Context: an optimization exercise on an open-source flow, tuned for small area, a short achievable clock period and few clock cycles. The choices shown serve that exercise and are no tape-out recipe.
Function was checked by simulation only, so behaviour that the tests miss may differ from the original.

`flow/run.sh`:
```
#!/bin/bash
set -euo pipefail
bash standard.sh MATCH_CELL_FOOTPRINT=0 finish > standard.log 2>&1
```
`standard.sh`:
```
#!/bin/bash
# synth_recipe.tcl (not shown) runs the flow's synth.tcl, then flattens the netlist and writes it again
# the make line also repeats each setting of config.mk as NAME=value (left out here)
make -C /OpenROAD-flow-scripts/flow DESIGN_CONFIG=/design/flow/config.mk WORK_HOME=/design/flow/orfs CLKGATE_MAP_FILE= SYNTH_SCRIPT=/design/flow/synth_recipe.tcl "${@:-finish}"
```
`config.mk`:
```
export PLATFORM = sky130hd
export DESIGN_NAME = goldschmidt_divider_q4_4
export DESIGN_NICKNAME = goldschmidt_divider_q4_4
export VERILOG_FILES = /design/flow/design.v
export SDC_FILE = /design/flow/constraint.sdc
export NUM_CORES = 4
export LEC_CHECK = 0
export ABC_AREA = 1
export CAP_MARGIN = 20
export CORE_MARGIN = 2
export CORE_UTILIZATION = 60
export SETUP_SLACK_MARGIN = 2.5
export SLEW_MARGIN = 20
```
`constraint.sdc`:
```
create_clock -name core_clock -period 8.0 [get_ports {clk}]
set_input_delay 1.6000 -clock core_clock [delete_from_list [all_inputs] [get_ports {clk}]]
set_output_delay 1.6000 -clock core_clock [all_outputs]
set_load 0.01 [all_outputs]
```
`design.v`:
```
module goldschmidt_divider_q4_4 (
    input  wire       clk,
    input  wire       rst_n,
    input  wire       start,
    input  wire [7:0] numerator,
    input  wire [7:0] denominator,
    output wire [7:0] quotient,
    output reg        valid,
    output reg        error
);
    reg busy;
    always @(posedge clk or negedge rst_n) begin
        if (!rst_n) begin
            busy  <= 1'b0;
            valid <= 1'b0;
        end else begin
            busy  <= start;
            valid <= busy;
        end
    end
    wire       sgn0 = numerator[7] ^ denominator[7];
    wire [7:0] nr0  = numerator[7]   ? -numerator   : numerator;
    wire [7:0] dr0  = denominator[7] ? -denominator : denominator;
    reg [2:0] p0, cls0;
    always @(*) begin
        casez (dr0)
            8'b1???????: begin p0 = 3'd7; cls0 = dr0[6:4]; end
            8'b01??????: begin p0 = 3'd6; cls0 = dr0[5:3]; end
            8'b001?????: begin p0 = 3'd5; cls0 = dr0[4:2]; end
            8'b0001????: begin p0 = 3'd4; cls0 = dr0[3:1]; end
            8'b00001???: begin p0 = 3'd3; cls0 = dr0[2:0]; end
            8'b000001??: begin p0 = 3'd2; cls0 = {dr0[1:0], 1'b0}; end
            8'b0000001?: begin p0 = 3'd1; cls0 = {dr0[0], 2'b0}; end
            default:     begin p0 = 3'd0; cls0 = 3'd0; end
        endcase
    end
    reg [4:0] bd0, bd1;
    reg [2:0] bd2;
    always @(*) begin
        case ({nr0[2:0], 1'b0})
            4'b0000:          bd0 = 5'b00000;
            4'b0010:          bd0 = 5'b00001;
            4'b0100:          bd0 = 5'b00010;
            4'b0110:          bd0 = 5'b00100;
            4'b1000:          bd0 = 5'b11000;
            4'b1010:          bd0 = 5'b10100;
            4'b1100:          bd0 = 5'b10010;
            default:          bd0 = 5'b10001;
        endcase
        case (nr0[5:2])
            4'b0000, 4'b1111: bd1 = 5'b00000;
            4'b0001, 4'b0010: bd1 = 5'b00001;
            4'b0011, 4'b0100: bd1 = 5'b00010;
            4'b0101, 4'b0110: bd1 = 5'b00100;
            4'b0111:          bd1 = 5'b01000;
            4'b1000:          bd1 = 5'b11000;
            4'b1001, 4'b1010: bd1 = 5'b10100;
            4'b1011, 4'b1100: bd1 = 5'b10010;
            default:          bd1 = 5'b10001;
        endcase
        bd2 = {1'b0, nr0[7] | (nr0[6] & nr0[5]), ~nr0[7] & (nr0[6] ^ nr0[5])};
    end
    reg [7:0] rom0;
    always @(*) begin
        case (nr0[6:0])
            7'd0: rom0 = 8'd0;
            7'd1: rom0 = 8'd187;
            7'd2: rom0 = 8'd229;
            7'd3: rom0 = 8'd108;
            7'd4: rom0 = 8'd242;
            7'd5: rom0 = 8'd173;
            7'd6: rom0 = 8'd215;
            7'd7: rom0 = 8'd94;
            7'd8: rom0 = 8'd229;
            7'd9: rom0 = 8'd15;
            7'd10: rom0 = 8'd202;
            7'd11: rom0 = 8'd81;
            7'd12: rom0 = 8'd122;
            7'd13: rom0 = 8'd1;
            7'd14: rom0 = 8'd188;
            7'd15: rom0 = 8'd67;
            7'd16: rom0 = 8'd109;
            7'd17: rom0 = 8'd244;
            7'd18: rom0 = 8'd123;
            7'd19: rom0 = 8'd216;
            7'd20: rom0 = 8'd95;
            7'd21: rom0 = 8'd230;
            7'd22: rom0 = 8'd16;
            7'd23: rom0 = 8'd203;
            7'd24: rom0 = 8'd82;
            7'd25: rom0 = 8'd217;
            7'd26: rom0 = 8'd3;
            7'd27: rom0 = 8'd138;
            7'd28: rom0 = 8'd68;
            7'd29: rom0 = 8'd110;
            7'd30: rom0 = 8'd245;
            7'd31: rom0 = 8'd124;
            7'd32: rom0 = 8'd166;
            7'd33: rom0 = 8'd97;
            7'd34: rom0 = 8'd232;
            7'd35: rom0 = 8'd111;
            7'd36: rom0 = 8'd153;
            7'd37: rom0 = 8'd83;
            7'd38: rom0 = 8'd218;
            7'd39: rom0 = 8'd4;
            7'd40: rom0 = 8'd139;
            7'd41: rom0 = 8'd18;
            7'd42: rom0 = 8'd112;
            7'd43: rom0 = 8'd247;
            7'd44: rom0 = 8'd125;
            7'd45: rom0 = 8'd4;
            7'd46: rom0 = 8'd98;
            7'd47: rom0 = 8'd233;
            7'd48: rom0 = 8'd112;
            7'd49: rom0 = 8'd154;
            7'd50: rom0 = 8'd33;
            7'd51: rom0 = 8'd220;
            7'd52: rom0 = 8'd5;
            7'd53: rom0 = 8'd140;
            7'd54: rom0 = 8'd19;
            7'd55: rom0 = 8'd206;
            7'd56: rom0 = 8'd248;
            7'd57: rom0 = 8'd127;
            7'd58: rom0 = 8'd6;
            7'd59: rom0 = 8'd47;
            7'd60: rom0 = 8'd234;
            7'd61: rom0 = 8'd113;
            7'd62: rom0 = 8'd155;
            7'd63: rom0 = 8'd34;
            7'd64: rom0 = 8'd169;
            7'd65: rom0 = 8'd100;
            7'd66: rom0 = 8'd141;
            7'd67: rom0 = 8'd20;
            7'd68: rom0 = 8'd155;
            7'd69: rom0 = 8'd249;
            7'd70: rom0 = 8'd128;
            7'd71: rom0 = 8'd7;
            7'd72: rom0 = 8'd49;
            7'd73: rom0 = 8'd183;
            7'd74: rom0 = 8'd114;
            7'd75: rom0 = 8'd249;
            7'd76: rom0 = 8'd35;
            7'd77: rom0 = 8'd170;
            7'd78: rom0 = 8'd101;
            7'd79: rom0 = 8'd143;
            7'd80: rom0 = 8'd21;
            7'd81: rom0 = 8'd156;
            7'd82: rom0 = 8'd198;
            7'd83: rom0 = 8'd129;
            7'd84: rom0 = 8'd8;
            7'd85: rom0 = 8'd143;
            7'd86: rom0 = 8'd58;
            7'd87: rom0 = 8'd245;
            7'd88: rom0 = 8'd30;
            7'd89: rom0 = 8'd165;
            7'd90: rom0 = 8'd44;
            7'd91: rom0 = 8'd179;
            7'd92: rom0 = 8'd17;
            7'd93: rom0 = 8'd152;
            7'd94: rom0 = 8'd31;
            7'd95: rom0 = 8'd72;
            7'd96: rom0 = 8'd207;
            7'd97: rom0 = 8'd138;
            7'd98: rom0 = 8'd180;
            7'd99: rom0 = 8'd59;
            7'd100: rom0 = 8'd194;
            7'd101: rom0 = 8'd125;
            7'd102: rom0 = 8'd166;
            7'd103: rom0 = 8'd45;
            7'd104: rom0 = 8'd180;
            7'd105: rom0 = 8'd222;
            7'd106: rom0 = 8'd153;
            7'd107: rom0 = 8'd32;
            7'd108: rom0 = 8'd74;
            7'd109: rom0 = 8'd208;
            7'd110: rom0 = 8'd139;
            7'd111: rom0 = 8'd18;
            7'd112: rom0 = 8'd60;
            7'd113: rom0 = 8'd195;
            7'd114: rom0 = 8'd74;
            7'd115: rom0 = 8'd168;
            7'd116: rom0 = 8'd47;
            7'd117: rom0 = 8'd181;
            7'd118: rom0 = 8'd223;
            7'd119: rom0 = 8'd154;
            7'd120: rom0 = 8'd33;
            7'd121: rom0 = 8'd168;
            7'd122: rom0 = 8'd210;
            7'd123: rom0 = 8'd89;
            7'd124: rom0 = 8'd19;
            7'd125: rom0 = 8'd61;
            7'd126: rom0 = 8'd196;
            7'd127: rom0 = 8'd75;
        endcase
    end
    wire dz0   = (denominator == 8'd0);
    wire eq0   = (nr0 == dr0);
    wire d160  = (dr0 == 8'h10);
    wire d1280 = (denominator == 8'h80);
    reg [7:0] spec0;
    always @(*) begin
        if (dz0)       spec0 = 8'h00;
        else if (eq0)  spec0 = 8'h10;
        else if (d160) spec0 = nr0;
        else           spec0 = rom0;
    end
    reg [4:0]  bdg0, bdg1;
    reg [2:0]  bdg2;
    reg [2:0]  pa, cls;
    reg        sgna, dza, usespa;
    reg [7:0]  speca;
    always @(posedge clk) begin
        bdg0   <= bd0;
        bdg1   <= bd1;
        bdg2   <= bd2;
        pa     <= p0;
        cls    <= cls0;
        sgna   <= sgn0;
        dza    <= dz0;
        usespa <= dz0 | eq0 | d160 | d1280;
        speca  <= spec0;
    end
    wire [12:0] k1 = ({13{cls == 3'd0}} & 13'd7224) |
        ({13{cls == 3'd1}} & 13'd6783) |
        ({13{cls == 3'd2}} & 13'd6240) |
        ({13{cls == 3'd3}} & 13'd5840) |
        ({13{cls == 3'd4}} & 13'd5328) |
        ({13{cls == 3'd5}} & 13'd5004) |
        ({13{cls == 3'd6}} & 13'd4658) |
        ({13{cls == 3'd7}} & 13'd4369);
    wire [14:0] k3 = ({15{cls == 3'd0}} & 15'd21672) |
        ({15{cls == 3'd1}} & 15'd20349) |
        ({15{cls == 3'd2}} & 15'd18720) |
        ({15{cls == 3'd3}} & 15'd17520) |
        ({15{cls == 3'd4}} & 15'd15984) |
        ({15{cls == 3'd5}} & 15'd15012) |
        ({15{cls == 3'd6}} & 15'd13974) |
        ({15{cls == 3'd7}} & 15'd13107);
    wire       bs0 = bdg0[4], bs1 = bdg1[4];
    wire [4:1] bm0 = bdg0[3:0], bm1 = bdg1[3:0];
    wire [4:1] bm2 = {2'b00, bdg2[1:0]};
    wire m1_1;
    wire m1_2;
    wire m1_3;
    wire m1_4;
    wire m1_5;
    wire m1_6;
    wire m1_7;
    wire m1_8;
    wire m1_9;
    wire m1_10;
    wire m1_11;
    wire m1_12;
    wire m1_13;
    wire m1_14;
    wire m1_15;
    wire m1_16;
    wire m1_17;
    wire m1_18;
    wire m1_19;
    wire m1_20;
    wire m1_21;
    wire m1_22;
    wire m1_23;
    wire m1_24;
    wire m1_25;
    wire m1_26;
    wire m1_27;
    wire m1_28;
    wire m1_29;
    wire m1_30;
    wire m1_31;
    wire m1_32;
    wire m1_33;
    wire m1_34;
    assign m1_1 = bs1 ^ (bs0 ^ ((bm0[1] & k1[3]) | (bm0[2] & k1[2]) | (bm0[3] & k3[3]) | (bm0[4] & k1[1])));
    assign m1_2 = bs1 & (bs0 ^ ((bm0[1] & k1[3]) | (bm0[2] & k1[2]) | (bm0[3] & k3[3]) | (bm0[4] & k1[1])));
    assign m1_3 = (bs0 ^ ((bm0[1] & k1[4]) | (bm0[2] & k1[3]) | (bm0[3] & k3[4]) | (bm0[4] & k1[2]))) ^ (bs1 ^ ((bm1[1] & k1[1]) | (bm1[2] & k1[0]) | (bm1[3] & k3[1])));
    assign m1_4 = (bs0 ^ ((bm0[1] & k1[4]) | (bm0[2] & k1[3]) | (bm0[3] & k3[4]) | (bm0[4] & k1[2]))) & (bs1 ^ ((bm1[1] & k1[1]) | (bm1[2] & k1[0]) | (bm1[3] & k3[1])));
    assign m1_5 = (bs0 ^ ((bm0[1] & k1[5]) | (bm0[2] & k1[4]) | (bm0[3] & k3[5]) | (bm0[4] & k1[3]))) ^ (bs1 ^ ((bm1[1] & k1[2]) | (bm1[2] & k1[1]) | (bm1[3] & k3[2]) | (bm1[4] & k1[0])));
    assign m1_6 = (bs0 ^ ((bm0[1] & k1[5]) | (bm0[2] & k1[4]) | (bm0[3] & k3[5]) | (bm0[4] & k1[3]))) & (bs1 ^ ((bm1[1] & k1[2]) | (bm1[2] & k1[1]) | (bm1[3] & k3[2]) | (bm1[4] & k1[0])));
    assign m1_7 = (bs0 ^ ((bm0[1] & k1[6]) | (bm0[2] & k1[5]) | (bm0[3] & k3[6]) | (bm0[4] & k1[4]))) ^ (bs1 ^ ((bm1[1] & k1[3]) | (bm1[2] & k1[2]) | (bm1[3] & k3[3]) | (bm1[4] & k1[1]))) ^ ((bm2[1] & k1[0]));
    assign m1_8 = ((bs0 ^ ((bm0[1] & k1[6]) | (bm0[2] & k1[5]) | (bm0[3] & k3[6]) | (bm0[4] & k1[4]))) & (bs1 ^ ((bm1[1] & k1[3]) | (bm1[2] & k1[2]) | (bm1[3] & k3[3]) | (bm1[4] & k1[1])))) | ((bs0 ^ ((bm0[1] & k1[6]) | (bm0[2] & k1[5]) | (bm0[3] & k3[6]) | (bm0[4] & k1[4]))) & ((bm2[1] & k1[0]))) | ((bs1 ^ ((bm1[1] & k1[3]) | (bm1[2] & k1[2]) | (bm1[3] & k3[3]) | (bm1[4] & k1[1]))) & ((bm2[1] & k1[0])));
    assign m1_9 = (bs0 ^ ((bm0[1] & k1[7]) | (bm0[2] & k1[6]) | (bm0[3] & k3[7]) | (bm0[4] & k1[5]))) ^ (bs1 ^ ((bm1[1] & k1[4]) | (bm1[2] & k1[3]) | (bm1[3] & k3[4]) | (bm1[4] & k1[2]))) ^ ((bm2[1] & k1[1]) | (bm2[2] & k1[0]));
    assign m1_10 = ((bs0 ^ ((bm0[1] & k1[7]) | (bm0[2] & k1[6]) | (bm0[3] & k3[7]) | (bm0[4] & k1[5]))) & (bs1 ^ ((bm1[1] & k1[4]) | (bm1[2] & k1[3]) | (bm1[3] & k3[4]) | (bm1[4] & k1[2])))) | ((bs0 ^ ((bm0[1] & k1[7]) | (bm0[2] & k1[6]) | (bm0[3] & k3[7]) | (bm0[4] & k1[5]))) & ((bm2[1] & k1[1]) | (bm2[2] & k1[0]))) | ((bs1 ^ ((bm1[1] & k1[4]) | (bm1[2] & k1[3]) | (bm1[3] & k3[4]) | (bm1[4] & k1[2]))) & ((bm2[1] & k1[1]) | (bm2[2] & k1[0])));
    assign m1_11 = (bs0 ^ ((bm0[1] & k1[8]) | (bm0[2] & k1[7]) | (bm0[3] & k3[8]) | (bm0[4] & k1[6]))) ^ (bs1 ^ ((bm1[1] & k1[5]) | (bm1[2] & k1[4]) | (bm1[3] & k3[5]) | (bm1[4] & k1[3]))) ^ ((bm2[1] & k1[2]) | (bm2[2] & k1[1]));
    assign m1_12 = ((bs0 ^ ((bm0[1] & k1[8]) | (bm0[2] & k1[7]) | (bm0[3] & k3[8]) | (bm0[4] & k1[6]))) & (bs1 ^ ((bm1[1] & k1[5]) | (bm1[2] & k1[4]) | (bm1[3] & k3[5]) | (bm1[4] & k1[3])))) | ((bs0 ^ ((bm0[1] & k1[8]) | (bm0[2] & k1[7]) | (bm0[3] & k3[8]) | (bm0[4] & k1[6]))) & ((bm2[1] & k1[2]) | (bm2[2] & k1[1]))) | ((bs1 ^ ((bm1[1] & k1[5]) | (bm1[2] & k1[4]) | (bm1[3] & k3[5]) | (bm1[4] & k1[3]))) & ((bm2[1] & k1[2]) | (bm2[2] & k1[1])));
    assign m1_13 = (bs0 ^ ((bm0[1] & k1[9]) | (bm0[2] & k1[8]) | (bm0[3] & k3[9]) | (bm0[4] & k1[7]))) ^ (bs1 ^ ((bm1[1] & k1[6]) | (bm1[2] & k1[5]) | (bm1[3] & k3[6]) | (bm1[4] & k1[4]))) ^ ((bm2[1] & k1[3]) | (bm2[2] & k1[2]));
    assign m1_14 = ((bs0 ^ ((bm0[1] & k1[9]) | (bm0[2] & k1[8]) | (bm0[3] & k3[9]) | (bm0[4] & k1[7]))) & (bs1 ^ ((bm1[1] & k1[6]) | (bm1[2] & k1[5]) | (bm1[3] & k3[6]) | (bm1[4] & k1[4])))) | ((bs0 ^ ((bm0[1] & k1[9]) | (bm0[2] & k1[8]) | (bm0[3] & k3[9]) | (bm0[4] & k1[7]))) & ((bm2[1] & k1[3]) | (bm2[2] & k1[2]))) | ((bs1 ^ ((bm1[1] & k1[6]) | (bm1[2] & k1[5]) | (bm1[3] & k3[6]) | (bm1[4] & k1[4]))) & ((bm2[1] & k1[3]) | (bm2[2] & k1[2])));
    assign m1_15 = (bs0 ^ ((bm0[1] & k1[10]) | (bm0[2] & k1[9]) | (bm0[3] & k3[10]) | (bm0[4] & k1[8]))) ^ (bs1 ^ ((bm1[1] & k1[7]) | (bm1[2] & k1[6]) | (bm1[3] & k3[7]) | (bm1[4] & k1[5]))) ^ ((bm2[1] & k1[4]) | (bm2[2] & k1[3]));
    assign m1_16 = ((bs0 ^ ((bm0[1] & k1[10]) | (bm0[2] & k1[9]) | (bm0[3] & k3[10]) | (bm0[4] & k1[8]))) & (bs1 ^ ((bm1[1] & k1[7]) | (bm1[2] & k1[6]) | (bm1[3] & k3[7]) | (bm1[4] & k1[5])))) | ((bs0 ^ ((bm0[1] & k1[10]) | (bm0[2] & k1[9]) | (bm0[3] & k3[10]) | (bm0[4] & k1[8]))) & ((bm2[1] & k1[4]) | (bm2[2] & k1[3]))) | ((bs1 ^ ((bm1[1] & k1[7]) | (bm1[2] & k1[6]) | (bm1[3] & k3[7]) | (bm1[4] & k1[5]))) & ((bm2[1] & k1[4]) | (bm2[2] & k1[3])));
    assign m1_17 = (bs0 ^ ((bm0[1] & k1[11]) | (bm0[2] & k1[10]) | (bm0[3] & k3[11]) | (bm0[4] & k1[9]))) ^ (bs1 ^ ((bm1[1] & k1[8]) | (bm1[2] & k1[7]) | (bm1[3] & k3[8]) | (bm1[4] & k1[6]))) ^ ((bm2[1] & k1[5]) | (bm2[2] & k1[4]));
    assign m1_18 = ((bs0 ^ ((bm0[1] & k1[11]) | (bm0[2] & k1[10]) | (bm0[3] & k3[11]) | (bm0[4] & k1[9]))) & (bs1 ^ ((bm1[1] & k1[8]) | (bm1[2] & k1[7]) | (bm1[3] & k3[8]) | (bm1[4] & k1[6])))) | ((bs0 ^ ((bm0[1] & k1[11]) | (bm0[2] & k1[10]) | (bm0[3] & k3[11]) | (bm0[4] & k1[9]))) & ((bm2[1] & k1[5]) | (bm2[2] & k1[4]))) | ((bs1 ^ ((bm1[1] & k1[8]) | (bm1[2] & k1[7]) | (bm1[3] & k3[8]) | (bm1[4] & k1[6]))) & ((bm2[1] & k1[5]) | (bm2[2] & k1[4])));
    assign m1_19 = (bs0 ^ ((bm0[1] & k1[12]) | (bm0[2] & k1[11]) | (bm0[3] & k3[12]) | (bm0[4] & k1[10]))) ^ (bs1 ^ ((bm1[1] & k1[9]) | (bm1[2] & k1[8]) | (bm1[3] & k3[9]) | (bm1[4] & k1[7]))) ^ ((bm2[1] & k1[6]) | (bm2[2] & k1[5]));
    assign m1_20 = ((bs0 ^ ((bm0[1] & k1[12]) | (bm0[2] & k1[11]) | (bm0[3] & k3[12]) | (bm0[4] & k1[10]))) & (bs1 ^ ((bm1[1] & k1[9]) | (bm1[2] & k1[8]) | (bm1[3] & k3[9]) | (bm1[4] & k1[7])))) | ((bs0 ^ ((bm0[1] & k1[12]) | (bm0[2] & k1[11]) | (bm0[3] & k3[12]) | (bm0[4] & k1[10]))) & ((bm2[1] & k1[6]) | (bm2[2] & k1[5]))) | ((bs1 ^ ((bm1[1] & k1[9]) | (bm1[2] & k1[8]) | (bm1[3] & k3[9]) | (bm1[4] & k1[7]))) & ((bm2[1] & k1[6]) | (bm2[2] & k1[5])));
    assign m1_21 = (bs0 ^ ((bm0[2] & k1[12]) | (bm0[3] & k3[13]) | (bm0[4] & k1[11]))) ^ (bs1 ^ ((bm1[1] & k1[10]) | (bm1[2] & k1[9]) | (bm1[3] & k3[10]) | (bm1[4] & k1[8]))) ^ ((bm2[1] & k1[7]) | (bm2[2] & k1[6]));
    assign m1_22 = ((bs0 ^ ((bm0[2] & k1[12]) | (bm0[3] & k3[13]) | (bm0[4] & k1[11]))) & (bs1 ^ ((bm1[1] & k1[10]) | (bm1[2] & k1[9]) | (bm1[3] & k3[10]) | (bm1[4] & k1[8])))) | ((bs0 ^ ((bm0[2] & k1[12]) | (bm0[3] & k3[13]) | (bm0[4] & k1[11]))) & ((bm2[1] & k1[7]) | (bm2[2] & k1[6]))) | ((bs1 ^ ((bm1[1] & k1[10]) | (bm1[2] & k1[9]) | (bm1[3] & k3[10]) | (bm1[4] & k1[8]))) & ((bm2[1] & k1[7]) | (bm2[2] & k1[6])));
    assign m1_23 = (bs0 ^ ((bm0[3] & k3[14]) | (bm0[4] & k1[12]))) ^ (bs1 ^ ((bm1[1] & k1[11]) | (bm1[2] & k1[10]) | (bm1[3] & k3[11]) | (bm1[4] & k1[9]))) ^ ((bm2[1] & k1[8]) | (bm2[2] & k1[7]));
    assign m1_24 = ((bs0 ^ ((bm0[3] & k3[14]) | (bm0[4] & k1[12]))) & (bs1 ^ ((bm1[1] & k1[11]) | (bm1[2] & k1[10]) | (bm1[3] & k3[11]) | (bm1[4] & k1[9])))) | ((bs0 ^ ((bm0[3] & k3[14]) | (bm0[4] & k1[12]))) & ((bm2[1] & k1[8]) | (bm2[2] & k1[7]))) | ((bs1 ^ ((bm1[1] & k1[11]) | (bm1[2] & k1[10]) | (bm1[3] & k3[11]) | (bm1[4] & k1[9]))) & ((bm2[1] & k1[8]) | (bm2[2] & k1[7])));
    assign m1_25 = bs0 ^ (bs1 ^ ((bm1[1] & k1[12]) | (bm1[2] & k1[11]) | (bm1[3] & k3[12]) | (bm1[4] & k1[10]))) ^ ((bm2[1] & k1[9]) | (bm2[2] & k1[8]));
    assign m1_26 = (bs0 & (bs1 ^ ((bm1[1] & k1[12]) | (bm1[2] & k1[11]) | (bm1[3] & k3[12]) | (bm1[4] & k1[10])))) | (bs0 & ((bm2[1] & k1[9]) | (bm2[2] & k1[8]))) | ((bs1 ^ ((bm1[1] & k1[12]) | (bm1[2] & k1[11]) | (bm1[3] & k3[12]) | (bm1[4] & k1[10]))) & ((bm2[1] & k1[9]) | (bm2[2] & k1[8])));
    assign m1_27 = bs0 ^ (bs1 ^ ((bm1[2] & k1[12]) | (bm1[3] & k3[13]) | (bm1[4] & k1[11]))) ^ ((bm2[1] & k1[10]) | (bm2[2] & k1[9]));
    assign m1_28 = (bs0 & (bs1 ^ ((bm1[2] & k1[12]) | (bm1[3] & k3[13]) | (bm1[4] & k1[11])))) | (bs0 & ((bm2[1] & k1[10]) | (bm2[2] & k1[9]))) | ((bs1 ^ ((bm1[2] & k1[12]) | (bm1[3] & k3[13]) | (bm1[4] & k1[11]))) & ((bm2[1] & k1[10]) | (bm2[2] & k1[9])));
    assign m1_29 = bs0 ^ (bs1 ^ ((bm1[3] & k3[14]) | (bm1[4] & k1[12]))) ^ ((bm2[1] & k1[11]) | (bm2[2] & k1[10]));
    assign m1_30 = (bs0 & (bs1 ^ ((bm1[3] & k3[14]) | (bm1[4] & k1[12])))) | (bs0 & ((bm2[1] & k1[11]) | (bm2[2] & k1[10]))) | ((bs1 ^ ((bm1[3] & k3[14]) | (bm1[4] & k1[12]))) & ((bm2[1] & k1[11]) | (bm2[2] & k1[10])));
    assign m1_31 = ~bs0 ^ ~bs1 ^ ((bm2[1] & k1[12]) | (bm2[2] & k1[11]));
    assign m1_32 = (~bs0 & ~bs1) | (~bs0 & ((bm2[1] & k1[12]) | (bm2[2] & k1[11]))) | (~bs1 & ((bm2[1] & k1[12]) | (bm2[2] & k1[11])));
    assign m1_33 = 1'b1 ^ ((bm2[2] & k1[12]));
    assign m1_34 = 1'b1 & ((bm2[2] & k1[12]));
    wire [19:0] x_a = {m1_33, m1_31, m1_29, m1_27, m1_25, m1_23, m1_21, m1_19, m1_17, m1_15, m1_13, m1_11, m1_9, m1_7, m1_5, m1_3, m1_1, (bs0 ^ ((bm0[1] & k1[2]) | (bm0[2] & k1[1]) | (bm0[3] & k3[2]) | (bm0[4] & k1[0]))), (bs0 ^ ((bm0[1] & k1[1]) | (bm0[2] & k1[0]) | (bm0[3] & k3[1]))), bs0};
    wire [19:0] x_b = {m1_32, m1_30, m1_28, m1_26, m1_24, m1_22, m1_20, m1_18, m1_16, m1_14, m1_12, m1_10, m1_8, m1_6, m1_4, m1_2, (bs1 ^ ((bm1[1] & k1[0]) | (bm1[3] & k3[0]))), 1'b0, 1'b0, (bs0 ^ ((bm0[1] & k1[0]) | (bm0[3] & k3[0])))};
    wire [19:0] x  = x_a + x_b;
    wire [11:0] n2 = x[19:8];
    wire [1:0] s3 = ({2{cls == 3'd1}} & 2'd1) |
        ({2{cls == 3'd2}} & 2'd2) |
        ({2{cls == 3'd3}} & 2'd2) |
        ({2{cls == 3'd4}} & 2'd2) |
        ({2{cls == 3'd5}} & 2'd2) |
        ({2{cls == 3'd6}} & 2'd2) |
        ({2{cls == 3'd7}} & 2'd2);
    wire [1:0] es = ({2{cls == 3'd0}} & 2'd1) |
        ({2{cls == 3'd2}} & 2'd2) |
        ({2{cls == 3'd4}} & 2'd1);
    wire [2:0] e1 = ({3{cls == 3'd0}} & 3'd1) |
        ({3{cls == 3'd1}} & 3'd4) |
        ({3{cls == 3'd2}} & 3'd7) |
        ({3{cls == 3'd3}} & 3'd2) |
        ({3{cls == 3'd4}} & 3'd1) |
        ({3{cls == 3'd7}} & 3'd1);
    wire [2:0] e2 = ({3{cls == 3'd0}} & 3'd4) |
        ({3{cls == 3'd1}} & 3'd1) |
        ({3{cls == 3'd3}} & 3'd1) |
        ({3{cls == 3'd4}} & 3'd2) |
        ({3{cls == 3'd5}} & 3'd1) |
        ({3{cls == 3'd6}} & 3'd1);
    wire [19:0] c2 = ({20{cls == 3'd0}} & 20'd1040385) |
        ({20{cls == 3'd2}} & 20'd1015812) |
        ({20{cls == 3'd4}} & 20'd1040385);
    wire es_0 = es[0], es_1 = es[1];
    wire e1_0 = e1[0], e1_1 = e1[1], e1_2 = e1[2];
    wire e2_0 = e2[0], e2_1 = e2[1], e2_2 = e2[2];
    wire m2_1;
    wire m2_2;
    wire m2_3;
    wire m2_4;
    wire m2_5;
    wire m2_6;
    wire m2_7;
    wire m2_8;
    wire m2_9;
    wire m2_10;
    wire m2_11;
    wire m2_12;
    wire m2_13;
    wire m2_14;
    wire m2_15;
    wire m2_16;
    wire m2_17;
    wire m2_18;
    wire m2_19;
    wire m2_20;
    wire m2_21;
    wire m2_22;
    wire m2_23;
    wire m2_24;
    wire m2_25;
    wire m2_26;
    wire m2_27;
    wire m2_28;
    wire m2_29;
    wire m2_30;
    wire m2_31;
    wire m2_32;
    wire m2_33;
    wire m2_34;
    wire m2_35;
    wire m2_36;
    wire m2_37;
    wire m2_38;
    wire m2_39;
    wire m2_40;
    wire m2_41;
    wire m2_42;
    wire m2_43;
    wire m2_44;
    wire m2_45;
    wire m2_46;
    wire m2_47;
    wire m2_48;
    wire m2_49;
    wire m2_50;
    wire m2_51;
    wire m2_52;
    wire m2_53;
    wire m2_54;
    assign m2_1 = n2[0] ^ (es_0 ^ ((e1_0 & n2[8]) | (e2_0 & n2[7])));
    assign m2_2 = n2[0] & (es_0 ^ ((e1_0 & n2[8]) | (e2_0 & n2[7])));
    assign m2_3 = n2[1] ^ (es_0 ^ ((e1_0 & n2[9]) | (e2_0 & n2[8]))) ^ (es_1 ^ ((e1_1 & n2[7]) | (e2_1 & n2[6])));
    assign m2_4 = (n2[1] & (es_0 ^ ((e1_0 & n2[9]) | (e2_0 & n2[8])))) | (n2[1] & (es_1 ^ ((e1_1 & n2[7]) | (e2_1 & n2[6])))) | ((es_0 ^ ((e1_0 & n2[9]) | (e2_0 & n2[8]))) & (es_1 ^ ((e1_1 & n2[7]) | (e2_1 & n2[6]))));
    assign m2_5 = n2[2] ^ (es_0 ^ ((e1_0 & n2[10]) | (e2_0 & n2[9]))) ^ (es_1 ^ ((e1_1 & n2[8]) | (e2_1 & n2[7])));
    assign m2_6 = (n2[2] & (es_0 ^ ((e1_0 & n2[10]) | (e2_0 & n2[9])))) | (n2[2] & (es_1 ^ ((e1_1 & n2[8]) | (e2_1 & n2[7])))) | ((es_0 ^ ((e1_0 & n2[10]) | (e2_0 & n2[9]))) & (es_1 ^ ((e1_1 & n2[8]) | (e2_1 & n2[7]))));
    assign m2_7 = n2[3] ^ (es_0 ^ ((e1_0 & n2[11]) | (e2_0 & n2[10]))) ^ (es_1 ^ ((e1_1 & n2[9]) | (e2_1 & n2[8])));
    assign m2_8 = (n2[3] & (es_0 ^ ((e1_0 & n2[11]) | (e2_0 & n2[10])))) | (n2[3] & (es_1 ^ ((e1_1 & n2[9]) | (e2_1 & n2[8])))) | ((es_0 ^ ((e1_0 & n2[11]) | (e2_0 & n2[10]))) & (es_1 ^ ((e1_1 & n2[9]) | (e2_1 & n2[8]))));
    assign m2_9 = n2[4] ^ (es_0 ^ ((e2_0 & n2[11]))) ^ (es_1 ^ ((e1_1 & n2[10]) | (e2_1 & n2[9])));
    assign m2_10 = (n2[4] & (es_0 ^ ((e2_0 & n2[11])))) | (n2[4] & (es_1 ^ ((e1_1 & n2[10]) | (e2_1 & n2[9])))) | ((es_0 ^ ((e2_0 & n2[11]))) & (es_1 ^ ((e1_1 & n2[10]) | (e2_1 & n2[9]))));
    assign m2_11 = n2[5] ^ c2[13] ^ (es_1 ^ ((e1_1 & n2[11]) | (e2_1 & n2[10])));
    assign m2_12 = (n2[5] & c2[13]) | (n2[5] & (es_1 ^ ((e1_1 & n2[11]) | (e2_1 & n2[10])))) | (c2[13] & (es_1 ^ ((e1_1 & n2[11]) | (e2_1 & n2[10]))));
    assign m2_13 = n2[6] ^ c2[14] ^ (es_1 ^ ((e2_1 & n2[11])));
    assign m2_14 = (n2[6] & c2[14]) | (n2[6] & (es_1 ^ ((e2_1 & n2[11])))) | (c2[14] & (es_1 ^ ((e2_1 & n2[11]))));
    assign m2_15 = n2[7] ^ c2[15];
    assign m2_16 = n2[7] & c2[15];
    assign m2_17 = n2[8] ^ c2[16];
    assign m2_18 = n2[8] & c2[16];
    assign m2_19 = c2[2] ^ (es_0 ^ ((e1_0 & n2[2]) | (e2_0 & n2[1])));
    assign m2_20 = c2[2] & (es_0 ^ ((e1_0 & n2[2]) | (e2_0 & n2[1])));
    assign m2_21 = (es_0 ^ ((e1_0 & n2[3]) | (e2_0 & n2[2]))) ^ (es_1 ^ ((e1_1 & n2[1]) | (e2_1 & n2[0])));
    assign m2_22 = (es_0 ^ ((e1_0 & n2[3]) | (e2_0 & n2[2]))) & (es_1 ^ ((e1_1 & n2[1]) | (e2_1 & n2[0])));
    assign m2_23 = (es_0 ^ ((e1_0 & n2[4]) | (e2_0 & n2[3]))) ^ (es_1 ^ ((e1_1 & n2[2]) | (e2_1 & n2[1]))) ^ ((e1_2 & n2[0]));
    assign m2_24 = ((es_0 ^ ((e1_0 & n2[4]) | (e2_0 & n2[3]))) & (es_1 ^ ((e1_1 & n2[2]) | (e2_1 & n2[1])))) | ((es_0 ^ ((e1_0 & n2[4]) | (e2_0 & n2[3]))) & ((e1_2 & n2[0]))) | ((es_1 ^ ((e1_1 & n2[2]) | (e2_1 & n2[1]))) & ((e1_2 & n2[0])));
    assign m2_25 = (es_0 ^ ((e1_0 & n2[5]) | (e2_0 & n2[4]))) ^ (es_1 ^ ((e1_1 & n2[3]) | (e2_1 & n2[2]))) ^ ((e1_2 & n2[1]) | (e2_2 & n2[0]));
    assign m2_26 = ((es_0 ^ ((e1_0 & n2[5]) | (e2_0 & n2[4]))) & (es_1 ^ ((e1_1 & n2[3]) | (e2_1 & n2[2])))) | ((es_0 ^ ((e1_0 & n2[5]) | (e2_0 & n2[4]))) & ((e1_2 & n2[1]) | (e2_2 & n2[0]))) | ((es_1 ^ ((e1_1 & n2[3]) | (e2_1 & n2[2]))) & ((e1_2 & n2[1]) | (e2_2 & n2[0])));
    assign m2_27 = (es_0 ^ ((e1_0 & n2[6]) | (e2_0 & n2[5]))) ^ (es_1 ^ ((e1_1 & n2[4]) | (e2_1 & n2[3]))) ^ ((e1_2 & n2[2]) | (e2_2 & n2[1]));
    assign m2_28 = ((es_0 ^ ((e1_0 & n2[6]) | (e2_0 & n2[5]))) & (es_1 ^ ((e1_1 & n2[4]) | (e2_1 & n2[3])))) | ((es_0 ^ ((e1_0 & n2[6]) | (e2_0 & n2[5]))) & ((e1_2 & n2[2]) | (e2_2 & n2[1]))) | ((es_1 ^ ((e1_1 & n2[4]) | (e2_1 & n2[3]))) & ((e1_2 & n2[2]) | (e2_2 & n2[1])));
    assign m2_29 = (es_0 ^ ((e1_0 & n2[7]) | (e2_0 & n2[6]))) ^ (es_1 ^ ((e1_1 & n2[5]) | (e2_1 & n2[4]))) ^ ((e1_2 & n2[3]) | (e2_2 & n2[2]));
    assign m2_30 = ((es_0 ^ ((e1_0 & n2[7]) | (e2_0 & n2[6]))) & (es_1 ^ ((e1_1 & n2[5]) | (e2_1 & n2[4])))) | ((es_0 ^ ((e1_0 & n2[7]) | (e2_0 & n2[6]))) & ((e1_2 & n2[3]) | (e2_2 & n2[2]))) | ((es_1 ^ ((e1_1 & n2[5]) | (e2_1 & n2[4]))) & ((e1_2 & n2[3]) | (e2_2 & n2[2])));
    assign m2_31 = (es_1 ^ ((e1_1 & n2[6]) | (e2_1 & n2[5]))) ^ ((e1_2 & n2[4]) | (e2_2 & n2[3])) ^ m2_1;
    assign m2_32 = ((es_1 ^ ((e1_1 & n2[6]) | (e2_1 & n2[5]))) & ((e1_2 & n2[4]) | (e2_2 & n2[3]))) | ((es_1 ^ ((e1_1 & n2[6]) | (e2_1 & n2[5]))) & m2_1) | (((e1_2 & n2[4]) | (e2_2 & n2[3])) & m2_1);
    assign m2_33 = ((e1_2 & n2[5]) | (e2_2 & n2[4])) ^ m2_2 ^ m2_3;
    assign m2_34 = (((e1_2 & n2[5]) | (e2_2 & n2[4])) & m2_2) | (((e1_2 & n2[5]) | (e2_2 & n2[4])) & m2_3) | (m2_2 & m2_3);
    assign m2_35 = ((e1_2 & n2[6]) | (e2_2 & n2[5])) ^ m2_4 ^ m2_5;
    assign m2_36 = (((e1_2 & n2[6]) | (e2_2 & n2[5])) & m2_4) | (((e1_2 & n2[6]) | (e2_2 & n2[5])) & m2_5) | (m2_4 & m2_5);
    assign m2_37 = ((e1_2 & n2[7]) | (e2_2 & n2[6])) ^ m2_6 ^ m2_7;
    assign m2_38 = (((e1_2 & n2[7]) | (e2_2 & n2[6])) & m2_6) | (((e1_2 & n2[7]) | (e2_2 & n2[6])) & m2_7) | (m2_6 & m2_7);
    assign m2_39 = ((e1_2 & n2[8]) | (e2_2 & n2[7])) ^ m2_8 ^ m2_9;
    assign m2_40 = (((e1_2 & n2[8]) | (e2_2 & n2[7])) & m2_8) | (((e1_2 & n2[8]) | (e2_2 & n2[7])) & m2_9) | (m2_8 & m2_9);
    assign m2_41 = ((e1_2 & n2[9]) | (e2_2 & n2[8])) ^ m2_10 ^ m2_11;
    assign m2_42 = (((e1_2 & n2[9]) | (e2_2 & n2[8])) & m2_10) | (((e1_2 & n2[9]) | (e2_2 & n2[8])) & m2_11) | (m2_10 & m2_11);
    assign m2_43 = ((e1_2 & n2[10]) | (e2_2 & n2[9])) ^ m2_12 ^ m2_13;
    assign m2_44 = (((e1_2 & n2[10]) | (e2_2 & n2[9])) & m2_12) | (((e1_2 & n2[10]) | (e2_2 & n2[9])) & m2_13) | (m2_12 & m2_13);
    assign m2_45 = m2_15 ^ ((e1_2 & n2[11]) | (e2_2 & n2[10])) ^ m2_14;
    assign m2_46 = (m2_15 & ((e1_2 & n2[11]) | (e2_2 & n2[10]))) | (m2_15 & m2_14) | (((e1_2 & n2[11]) | (e2_2 & n2[10])) & m2_14);
    assign m2_47 = m2_16 ^ m2_17 ^ ((e2_2 & n2[11]));
    assign m2_48 = (m2_16 & m2_17) | (m2_16 & ((e2_2 & n2[11]))) | (m2_17 & ((e2_2 & n2[11])));
    assign m2_49 = n2[9] ^ c2[17] ^ m2_18;
    assign m2_50 = (n2[9] & c2[17]) | (n2[9] & m2_18) | (c2[17] & m2_18);
    assign m2_51 = n2[10] ^ c2[18];
    assign m2_52 = n2[10] & c2[18];
    assign m2_53 = n2[11] ^ c2[19];
    assign m2_54 = n2[11] & c2[19];
    wire [19:0] y_a = {m2_53, m2_51, m2_49, m2_47, m2_45, m2_43, m2_41, m2_39, m2_37, m2_35, m2_33, m2_31, m2_29, m2_27, m2_25, m2_23, m2_21, m2_19, (es_0 ^ ((e1_0 & n2[1]) | (e2_0 & n2[0]))), c2[0]};
    wire [19:0] y_b = {m2_52, m2_50, m2_48, m2_46, m2_44, m2_42, m2_40, m2_38, m2_36, m2_34, m2_32, m2_30, m2_28, m2_26, m2_24, m2_22, m2_20, (es_1 ^ ((e1_1 & n2[0]))), 1'b0, (es_0 ^ ((e1_0 & n2[0])))};
    wire [8:0] ylo = {1'b0, y_a[7:0]} + {1'b0, y_b[7:0]};
    reg [11:0] ysb, ycb;
    reg        c8b, sg;
    reg [6:0]  ph;
    reg [1:0]  sb;
    always @(posedge clk) begin
        ysb   <= usespa ? {3'd0, speca, 1'b0} : y_a[19:8];
        ycb   <= usespa ? 12'd0 : y_b[19:8];
        c8b   <= ~usespa & ylo[8];
        ph    <= usespa ? 7'd1 : (7'd1 << pa);
        sb    <= usespa ? 2'd3 : s3;
        sg    <= sgna;
        error <= dza;
    end
    wire [11:0] n3 = ysb + ycb + {11'd0, c8b};
    wire [11:0] n3s = (sb == 2'd0) ? {6'd0, n3[11:6]} :
                      (sb == 2'd1) ? {7'd0, n3[11:7]} :
                      (sb == 2'd2) ? {8'd0, n3[11:8]} : 12'd0;
    wire [14:0] v = ({3'd0, n3} ^ {15{sg}}) + ({3'd0, n3s} ^ {15{sg}}) +
                    {8'd0, ph} + {14'd0, sg};
    assign quotient = ({8{ph[0]}} & v[8:1])  | ({8{ph[1]}} & v[9:2])  |
                      ({8{ph[2]}} & v[10:3]) | ({8{ph[3]}} & v[11:4]) |
                      ({8{ph[4]}} & v[12:5]) | ({8{ph[5]}} & v[13:6]) |
                      ({8{ph[6]}} & v[14:7]);
endmodule
```
==> results of run 1 <==
==> sequential cells by signal, summed over array words and instances, names as in the netlist <==
| name | count |
|---|---|
| c8b | 1 |
| pa | 3 |
| bdg0 | 5 |
| valid | 1 |
| ycb | 12 |
| bdg2 | 2 |
| sg | 1 |
| error | 1 |
| busy | 1 |
| speca | 8 |
| bdg1 | 5 |
| dza | 1 |
| sgna | 1 |
| ysb | 12 |
| ph | 7 |
| usespa | 1 |
| cls | 3 |
| sb | 2 |
==> how the worst max path moves through the flow <==
stage	slack [ns]	cells after the start	end
after floorplan	2.52	24	quotient[0]
after global placement	1.51	28	quotient[6]
after detailed placement	1.40	28	quotient[6]
after CTS	1.69	28	quotient[6]
after global routing	1.48	29	quotient[6]
final	1.70	23	quotient[5]
==> per-stage QoR <==
step | setup slack (ns) | utilization [%]
3_5_place_dp | 1.40 | 63.3
4_1_cts | 1.69 | 67.4
5_1_grt | 1.48 | 71.4
6_report | 1.70 | 71.4
3_3_place_gp | 1.51 | 63.3
2_1_floorplan | 2.52 | -
==> area by class of cell <==
cell class                      instances  area, um^2
Clock buffer                           11         253
Clock inverter                          5        58.8
Fill cell                            1339        4690
Inverter                              226         878
Multi-Input combinational cell       1241        8170
Sequential cell                        67        1370
Tap cell                              220         275
Timing Repair Buffer                   87         704
Timing Repair inverter                  1        5.00
==> layout by cell type (no fill, tap or decap), types with 39 or more instances in the layout <==
master / count
nand2_1: 394
inv_1: 188
nor2_1: 119
nand3_1: 111
o21ai_0: 67
ha_1: 60
a21oi_1: 59
dfxtp_1: 59
buf_4: 54
xor2_1: 51
nand2_2: 39
==> per-layer routing <==
metal / part of all wire [%] / vias up / GRT usage (%)
li1: - / 5361 / -
met1: 41 / 5218 / 49.4
met2: 45 / 731 / 55.8
met3: 10 / 114 / 6.13
met4: 3.8 / 0 / 13.4
met5: 0 / - / 0
==> logic make-up after synthesis <==
kind of cell	Yosys count
AOI/OAI and AO/OA	301
xor gates and xnor gates	69
adders and majority gates	116
buffers and inverters	279
DFF	67
and+or+nand+nor	755
==> repair_timing <==
action | CTS | global route
cloned | 0 | 2
hold endpoints to repair | 0 | 0
buffers inserted | 17 | 34
gates resized for setup | 77 | 111
pin swaps | 28 | 43
setup endpoints to repair | 27 | 26
==> run notes, run 1 <==
core footprint=16400 um^2; non-filler instance count after layout=1858; dominant synthesized flop cell=dfxtp_1; CP bufs+invs=4; hold depth=0; Slew headroom=36.4%; Worst setup SP type=flip-flop; Post-Route WL=32900 um; row count=47; kind of critical path=flip-flop to output port; combinational family with the most area after synthesis=simple AND/OR/NAND/NOR gates; post-synthesis mux area share=0%; final instance area=11700 um^2; H-tree Lvls=3; total track usage=35.7%; die area=17700 um^2; Post-Syn Area per Cell=6.28 um^2; crit end category=output port; final setup fails=0; placed cell areas=10400 um^2; Worst Clk Skew=0.00669 ns; Post-synth EDFFs=0; worst reg2reg startpoint=cls[0]$_SDFF_PN0_; Ant. Diodes=0; status=complete, no violations; Post-Syn Instances=1587; Final HPWL DP=24100 um; initial antenna violation count=0; I/O pins=29; Yosys cell types=54; reg2reg end=c8b$_DFF_P_; DRC errors left=0; ratio of cells with drive above 1 in the final layout=17.6%; commonest cells in the netlist=413 x nand2_1, 208 x inv_1, 133 x nor2_1; largest cells by area after synthesis=nand2_1 16%, dfxtp_1 13%, ha_1 9.4%; Max Freq=159 MHz; Congestion Overflow GR=0; hold_sp=sgna$_DFF_P_; count of nets after finishing=1768; Tightest Pin Transition=0.952 ns; gpl congestion=1.01; Worst Hold Class=flip-flop to flip-flop; Vias/cell=6.15; Mapped Area=9960 um^2; Worst R2R Path Depth=33; Synth top area share=15.6%; XOR/XNOR Fraction of Synth Area=6.14%; Initial Util=60.7%; Chip Width=133 um; vias in the first global route=10364; CP Cell Sequence=fa_2 -> inv_2 -> fa_2 -> inv_2 -> nand3_1 -> o2111ai_2 -> or2_2 -> nand2_1 -> o21ai_0 -> nand3_1 -> xor2_1 -> fa_1 -> ha_4 -> nand2_1 -> nor2_4 -> nand3_1 -> nand3_4 -> inv_2 -> o31ai_4 -> or2_4 -> nand3_1 -> o2111ai_1 -> buf_2; clk buf depth=2; most used cell, CP=nand3_1; Routed Antenna Nets=0; slowest CP cell=fa_1; CTS tree=built; register-to-register path setup slack=2.69 ns; RSZ-0062 raised after global routing=true; synthesis-stage register bit count=67; setup TNS=0 ns; fraction of registers with async set/reset=2.99%; count of input and output buffers=28; max-slew violations=0; simple-gate area share of the yosys netlist=32.7%; dominant cell type by area after synthesis=nand2_1; cts bufs inserted=9; Synth Area in Compound Gates=18.9%; Final min period=6.30 ns; Hold EP=sg$_DFF_P_; final hold violations=0; most common cell in the netlist=nand2_1; Clk pin slew, worst setup/hold paths=0.06 ns; max-cap violations=0; First DRT Iteration DRCs=1216; Syn Nets=1722; # placed instances=1789; Worst EP required=6.40 ns; total number of vias=11424; synth warn=1; largest net degree at the start of global routing=53; Crit path arrival time=4.70 ns; share of the yosys chip area belonging to registers=13.6%; Post-CTS Hold Buffers=0; critical path launch point=ysb[0]$_SDFF_PP0_; total clock sinks=67; Crit path largest cell delay=0.48 ns; clk latency of the worst-skew pair=0.33 ns; CP max FO=6; Adder-Cell Fraction of Synth Area=17.7%; CTS root buf=clkbuf_16; Area Growth Syn to Fin=17.6%; DR pass1 iterations=9; first-pass GRT wire length=51600 um; Routed WL per cell=17.7 um; die extent in y=133 um; crit share post-route=78.7%; CP top delay family=simple AND/OR/NAND/NOR gates; Fin Hold WS=0.330 ns
Testbench counts, summed over its fixed seeds: cycles 32,000.
==> run 2: changes to the inputs <==
==> flow/run.sh (replaced) <==
#!/bin/bash
set -euo pipefail
bash standard.sh MATCH_CELL_FOOTPRINT=0 'BUFFER_PORTS_ARGS=-buffer_cell sky130_fd_sc_hd__buf_2' finish > standard.log 2>&1
--- a/config.mk
+++ b/config.mk
@@ -10,4 +10,4 @@
 export CORE_MARGIN = 2
-export CORE_UTILIZATION = 60
-export SETUP_SLACK_MARGIN = 2.5
+export CORE_UTILIZATION = 40
+export SETUP_SLACK_MARGIN = 1.5
 export SLEW_MARGIN = 20
==> run notes, run 2 <==
max-cap violations=0 (unchanged); CP max FO=3 (-3); Crit path largest cell delay=0.50 ns (+0.02 ns); total clock sinks=67 (unchanged); Worst setup SP type=flip-flop; Post-CTS Hold Buffers=0 (unchanged); biggest registers after layout=ycb (12), ysb (12), speca (8); Syn Nets=1722 (unchanged); setup TNS=0 ns (unchanged); synth warn=1 (unchanged); Post-synth EDFFs=0 (unchanged); core footprint=24400 um^2 (+49%); Worst EP required=6.40 ns (about the same); Routed WL per cell=16.1 um (-9.0%); worst setup margin=1.74 ns (+0.0341 ns); Yosys cell types=54 (unchanged); final setup fails=0 (unchanged); Clk pin slew, worst setup/hold paths=0.05 ns (about the same); crit share post-route=78.3% (-0.43 points); ratio of cells with drive above 1 in the final layout=12.4% (-5.2 points); initial antenna violation count=0 (unchanged); max-slew violations=0 (unchanged); Post-Route WL=31000 um (-5.7%); total number of vias=10795 (-5.5%); CTS tree=built; cts bufs inserted=9 (unchanged); Final HPWL DP=24100 um (about the same); status=complete, no violations; Congestion Overflow GR=0 (unchanged); Max Freq=160 MHz (+0.54%); crit end category=output port; DRC errors left=0 (unchanged); dominant synthesized flop cell=dfxtp_1; Final min period=6.26 ns (-0.0341 ns); Synth top area share=15.6% (unchanged); gpl congestion=1.04 (+2.8%); Area Growth Syn to Fin=10.8%; Mapped Area=9960 um^2 (unchanged); vias in the first global route=10347 (-0.16%); I/O pins=29 (unchanged); fraction of registers with async set/reset=2.99% (unchanged); first-pass GRT wire length=51700 um (about the same); final hold violations=0 (unchanged); total track usage=23.6% (-12 points); share of the yosys chip area belonging to registers=13.6% (unchanged); Worst Clk Skew=0.00587 ns (-0.000819 ns); Vias/cell=5.60 (-8.8%); Ant. Diodes=0 (unchanged); Worst Hold Class=flip-flop to flip-flop; Initial Util=40.9% (-20 points); pre-CTS WS=1.29 ns (-0.109 ns); commonest cells in the netlist=413 x nand2_1, 208 x inv_1, 133 x nor2_1; largest net degree at the start of global routing=53 (unchanged); commonest non-fill, non-tap cell in the layout=nand2_1; most frequent cells in the layout=408 x nand2_1, 201 x inv_1, 130 x nor2_1; synthesis-stage register bit count=67 (unchanged); Crit path arrival time=4.66 ns (-0.04 ns); kind of critical path=flip-flop to output port; die area=26200 um^2 (+48%); count of nets after finishing=1732 (-2.0%); Routed Antenna Nets=0 (unchanged); H-tree Lvls=3 (unchanged); Post-Syn Area per Cell=6.28 um^2 (unchanged); row count=57 (+21%); DR pass1 iterations=5 (-4); largest cells by area after synthesis=nand2_1 16%, dfxtp_1 13%, ha_1 9.4%; CTS root buf=clkbuf_16; die extent in y=162 um (+22%); Chip Width=162 um (+22%); clk latency of the worst-skew pair=0.32 ns (about the same); dominant cell type by area after synthesis=nand2_1; most used cell, CP=nand2_1; First DRT Iteration DRCs=1181 (-2.9%); count of input and output buffers=28 (unchanged); RSZ-0062 raised after global routing=true; slowest CP cell=fa_1; Post-Syn Instances=1587 (unchanged); most common cell in the netlist=nand2_1; clk buf depth=2 (unchanged); Tightest Pin Transition=0.984 ns (+0.0318 ns); Slew headroom=34.2% (-2.2 points)
-- run 2: cell counts after synthesis --
No cell type changed its count.
-- run 2: worst paths after layout --
check                           slack, ns  cells past startpoint         endpoint         startpoint
min in group asynchronous            1.05                      1  valid$_DFF_PN0_              rst_n
worst min register to register       0.33                      0    error$_DFF_P_        dza$_DFF_P_
worst min-delay path                 0.33                      0    error$_DFF_P_        dza$_DFF_P_
worst max-delay path                 1.74                     28      quotient[7]        c8b$_DFF_P_
worst max register to register       1.95                     27      c8b$_DFF_P_  cls[0]$_SDFF_PN0_
max in group asynchronous            6.86                      1   busy$_DFF_PN0_              rst_n
-- run 2: kinds of logic (layout without fill, tap and decap cells) --
family | count (synthesis) | after routing | synth area share, %
fa+ha+maj | 116 | 116 | 17.7
simple gates | 755 | 755 | 32.7
flops | 67 | 67 | 13.6
buf+inv | 279 | 294 | 11.0
compound gates | 301 | 301 | 18.9
xor+xnor | 69 | 69 | 6.14
-- run 2: cell type report --
class	instances	area [um^2]
clock inverter	5	55.1
tap	324	405
fill	2631	13400
clock buffer	11	233
inverter	226	851
sequential	67	1350
timing repair buffer	52	320
multi-input combinational	1241	7820
-- run 2: stage by stage --
stage / hold slack [ns] / instance area [um^2] / util, % / std cells
2_1_floorplan: 0.310 / 9960 / - / 1587
3_3_place_gp: 0.310 / 10300 / 42.3 / 1893
3_5_place_dp: 0.319 / 10300 / 42.3 / 1893
4_1_cts: 0.333 / 10700 / 43.7 / 1910
5_1_grt: 0.340 / 11000 / 45.3 / 1926
6_report: 0.330 / 11000 / 45.3 / 1926
-- run 2: repair_timing --
item | 4_1_cts | 5_1_grt
pin swaps | 1 | 24
buffers inserted | 1 | 16
endpoints found under the hold margin | 0 | 0
endpoints found under the setup margin | 20 | 21
resized for setup | 13 | 60
-- run 2: worst max-delay path: cells and delay by family, from the launching register on --
| kind | cells | cell delay, ns |
|---|---|---|
| XOR/XNOR | 2 | 0.39 |
| buffers and inverters | 6 | 0.50 |
| adder cells (fa/ha/maj) | 4 | 1.37 |
| flip-flops | 1 | 0.32 |
| AO/OA/AOI/OAI | 7 | 1.11 |
| AND/OR/NAND/NOR | 9 | 0.61 |
-- run 2: routing by layer --
metal	track usage [%]	routed length (um)
met4	7.36	761
met2	38.1	14000
met1	32.6	14000
met5	0	0
met3	3.40	2260
==> run 3: changes to the inputs <==
==> flow/run.sh (replaced) <==
#!/bin/bash
# The standard layout (the standard.sh: ORFS synthesis to the final
# layout, unchanged), with one setting changed: timing repair may swap a cell
# for one of another footprint (sky130hd's platform config restricts repair to
# same-footprint sizes). The whole ORFS run's output goes to standard.log.
set -euo pipefail
bash standard.sh MATCH_CELL_FOOTPRINT=0 finish > standard.log 2>&1
==> run notes, run 3 <==
status=complete, no violations; Mapped Area=9960 um^2 (unchanged); Syn Nets=1722 (unchanged); total track usage=23.7% (+0.047 points); final setup fails=0 (unchanged); Initial Util=40.9% (unchanged); first-pass GRT wire length=51200 um (-0.93%); DR pass1 iterations=6 (+1); Post-Route WL=31200 um (+0.70%); total clock sinks=67 (unchanged); clk buf depth=2 (unchanged); Vias/cell=5.59 (-0.31%); First DRT Iteration DRCs=1138 (-3.6%); Post-Syn Area per Cell=6.28 um^2 (unchanged); Final HPWL DP=24300 um (+0.99%); crit share post-route=78.5% (+0.25 points); # placed instances=1892 (-0.053%); Crit path arrival time=4.68 ns (+0.02 ns); largest net degree at the start of global routing=53 (unchanged); worst setup margin=1.72 ns (-0.0200 ns); I/O pins=29 (unchanged); vias in the first global route=10059 (-2.8%); Max Freq=159 MHz (-0.32%); Congestion Overflow GR=0 (unchanged); Crit path largest cell delay=0.58 ns (+0.08 ns); H-tree Lvls=3 (unchanged); final hold violations=0 (unchanged); CTS tree=built; Worst Hold Class=flip-flop to flip-flop; max-slew violations=0 (unchanged); share of the yosys chip area belonging to registers=13.6% (unchanged); total number of vias=10756 (-0.36%); DRC errors left=0 (unchanged); Chip Width=162 um (unchanged); dominant synthesized flop cell=dfxtp_1; Final min period=6.28 ns (+0.0200 ns); Worst EP required=6.40 ns (about the same); cts bufs inserted=9 (unchanged); Routed Antenna Nets=0 (unchanged); ratio of cells with drive above 1 in the final layout=10.3% (-2.1 points); Post-CTS Hold Buffers=0 (unchanged); setup TNS=0 ns (unchanged); Tightest Pin Transition=0.988 ns (+0.00364 ns); slowest CP cell=fa_1; synthesis-stage register bit count=67 (unchanged); die extent in y=162 um (unchanged); RSZ-0062 raised after global routing=true; CP max FO=4 (+1); die area=26200 um^2 (unchanged); biggest registers after layout=ycb (12), ysb (12), speca (8); largest cells by area after synthesis=nand2_1 16%, dfxtp_1 13%, ha_1 9.4%; max-cap violations=0 (unchanged); most frequent cells in the layout=409 x nand2_1, 201 x inv_1, 133 x nor2_1; synth warn=1 (unchanged); row count=57 (unchanged); most used cell, CP=inv_1; non-filler instance count after layout=1925 (-0.052%); Post-synth EDFFs=0 (unchanged); CTS root buf=clkbuf_16; crit end category=output port; Area Growth Syn to Fin=11.5%; core footprint=24400 um^2 (unchanged); Worst setup SP type=flip-flop; Slew headroom=34.0% (-0.24 points); count of input and output buffers=28 (unchanged); commonest cells in the netlist=413 x nand2_1, 208 x inv_1, 133 x nor2_1; most common cell in the netlist=nand2_1; gpl congestion=0.982 (-5.3%); Synth top area share=15.6% (unchanged); Ant. Diodes=0 (unchanged); Yosys cell types=54 (unchanged); Worst Clk Skew=0.00813 ns (+0.00226 ns); initial antenna violation count=0 (unchanged); CP bufs+invs=7 (+1); fraction of registers with async set/reset=2.99% (unchanged); clk latency of the worst-skew pair=0.33 ns (about the same); commonest non-fill, non-tap cell in the layout=nand2_1; kind of critical path=flip-flop to output port; CP top delay family=adder cells; pre-CTS WS=1.30 ns (+0.0133 ns); count of nets after finishing=1731 (-0.058%); Fin Hold WS=0.322 ns (-0.00837 ns); Routed WL per cell=16.2 um (+0.75%); CP Cell Sequence=fa_2 -> inv_2 -> fa_2 -> inv_1 -> nand3_1 -> o2111ai_1 -> or2_2 -> nand3b_1 -> a21oi_1 -> xor2_1 -> inv_1 -> fa_1 -> ha_4 -> inv_1 -> o21ai_0 -> a21oi_2 -> o21ai_4 -> a21boi_4 -> o21ai_2 -> xor2_1 -> buf_4 -> buf_4 -> o211ai_1 -> clkbuf_2; dominant cell type by area after synthesis=nand2_1; Clk pin slew, worst setup/hold paths=0.06 ns (about the same); Post-Syn Instances=1587 (unchanged); final core area utilization=45.6% (+0.29 points)
[run 3: cell counts after synthesis]
Identical to the previous run, type by type.
[run 3: worst reg2reg max path: cells and delay by family (launching register included)]
| family | cells | cell delay (ns) |
|---|---|---|
| AOI/OAI and AO/OA | 1 | 0.27 |
| DFF | 1 | 0.44 |
| and+or+nand+nor | 17 | 2.20 |
| buffers and inverters | 7 | 1.19 |
| adders and majority gates | 4 | 1.81 |
[run 3: final timing paths]
| check | start | to | slack, ns | depth (start not counted) |
|---|---|---|---|---|
| setup / recovery | c8b$_DFF_P_ | quotient[4] | 1.72 | 24 |
| hold / removal | dza$_DFF_P_ | error$_DFF_P_ | 0.32 | 0 |
| setup reg to reg | cls[0]$_SDFF_PN0_ | ysb[1]$_DFF_P_ | 1.98 | 29 |
| hold reg to reg | dza$_DFF_P_ | error$_DFF_P_ | 0.32 | 0 |
| max in group asynchronous | rst_n | busy$_DFF_PN0_ | 6.45 | 1 |
| min in group asynchronous | rst_n | valid$_DFF_PN0_ | 1.43 | 1 |
[run 3: cells by family (layout without fill, tap and decap cells)]
kind of cell,Yosys count,in the layout,share of synthesized area [%]
buf+inv,279,293,11.0
xor+xnor,69,69,6.14
simple gates,755,755,32.7
fa+ha+maj,116,116,17.7
compound gates,301,301,18.9
flops,67,67,13.6
[run 3: final cells by class]
| cell class | count | area [um^2] |
|---|---|---|
| clock inverters | 7 | 75.1 |
| well taps | 324 | 405 |
| fillers | 2618 | 13300 |
| multi-input cells | 1241 | 7750 |
| repair buffers | 51 | 443 |
| flip-flops and latches | 67 | 1360 |
| inverters | 226 | 855 |
| clock buffers | 9 | 225 |
[run 3: metal layers]
metal	track usage [%]	routed length, um	up-vias
met5	0	0	-
met4	6.88	887	0
met3	2.60	1920	78
met2	38.4	14200	464
met1	33.2	14200	4949
li1	-	-	5265
[run 3: stage by stage]
step | cell area, um^2
after detailed placement | 10400
after global routing | 11100
after floorplan | 9960
final | 11100
after CTS | 10900
after global placement | 10400
[run 3: timing repair]
item,CTS,global route
endpoints found under the setup margin,8,21
pin swaps,2,17
setup buffers,3,14
gates resized for setup,27,43

-- afterwards: timing with drivers on the ports --
In the flow no input, the clock included, has a driving cell. The finished layouts below were timed again as built, in two steps. Step 1 assumes that a clkbuf_16 drives the clock port and a buf_2 every other input. Step 2 times the ports against the registers' clock, not the clock port: input delays grow and output delays shrink by t, the midpoint of the rising clock arrivals with the driver on. Three values: ideal ports, drivers, drivers and shift; two values: the first two.
run	t (ns)	setup WS [ns]	worst slew at a driven data input, ns	cell pins on the clock port's net
run 1	0.371	1.704 / 1.660 / 2.032	0.03	1
run 2	0.361	1.738 / 1.696 / 1.949	0.03	1
run 3	0.365	1.718 / 1.676 / 1.950	0.04	1
After both steps setup and hold are still met in every run listed.
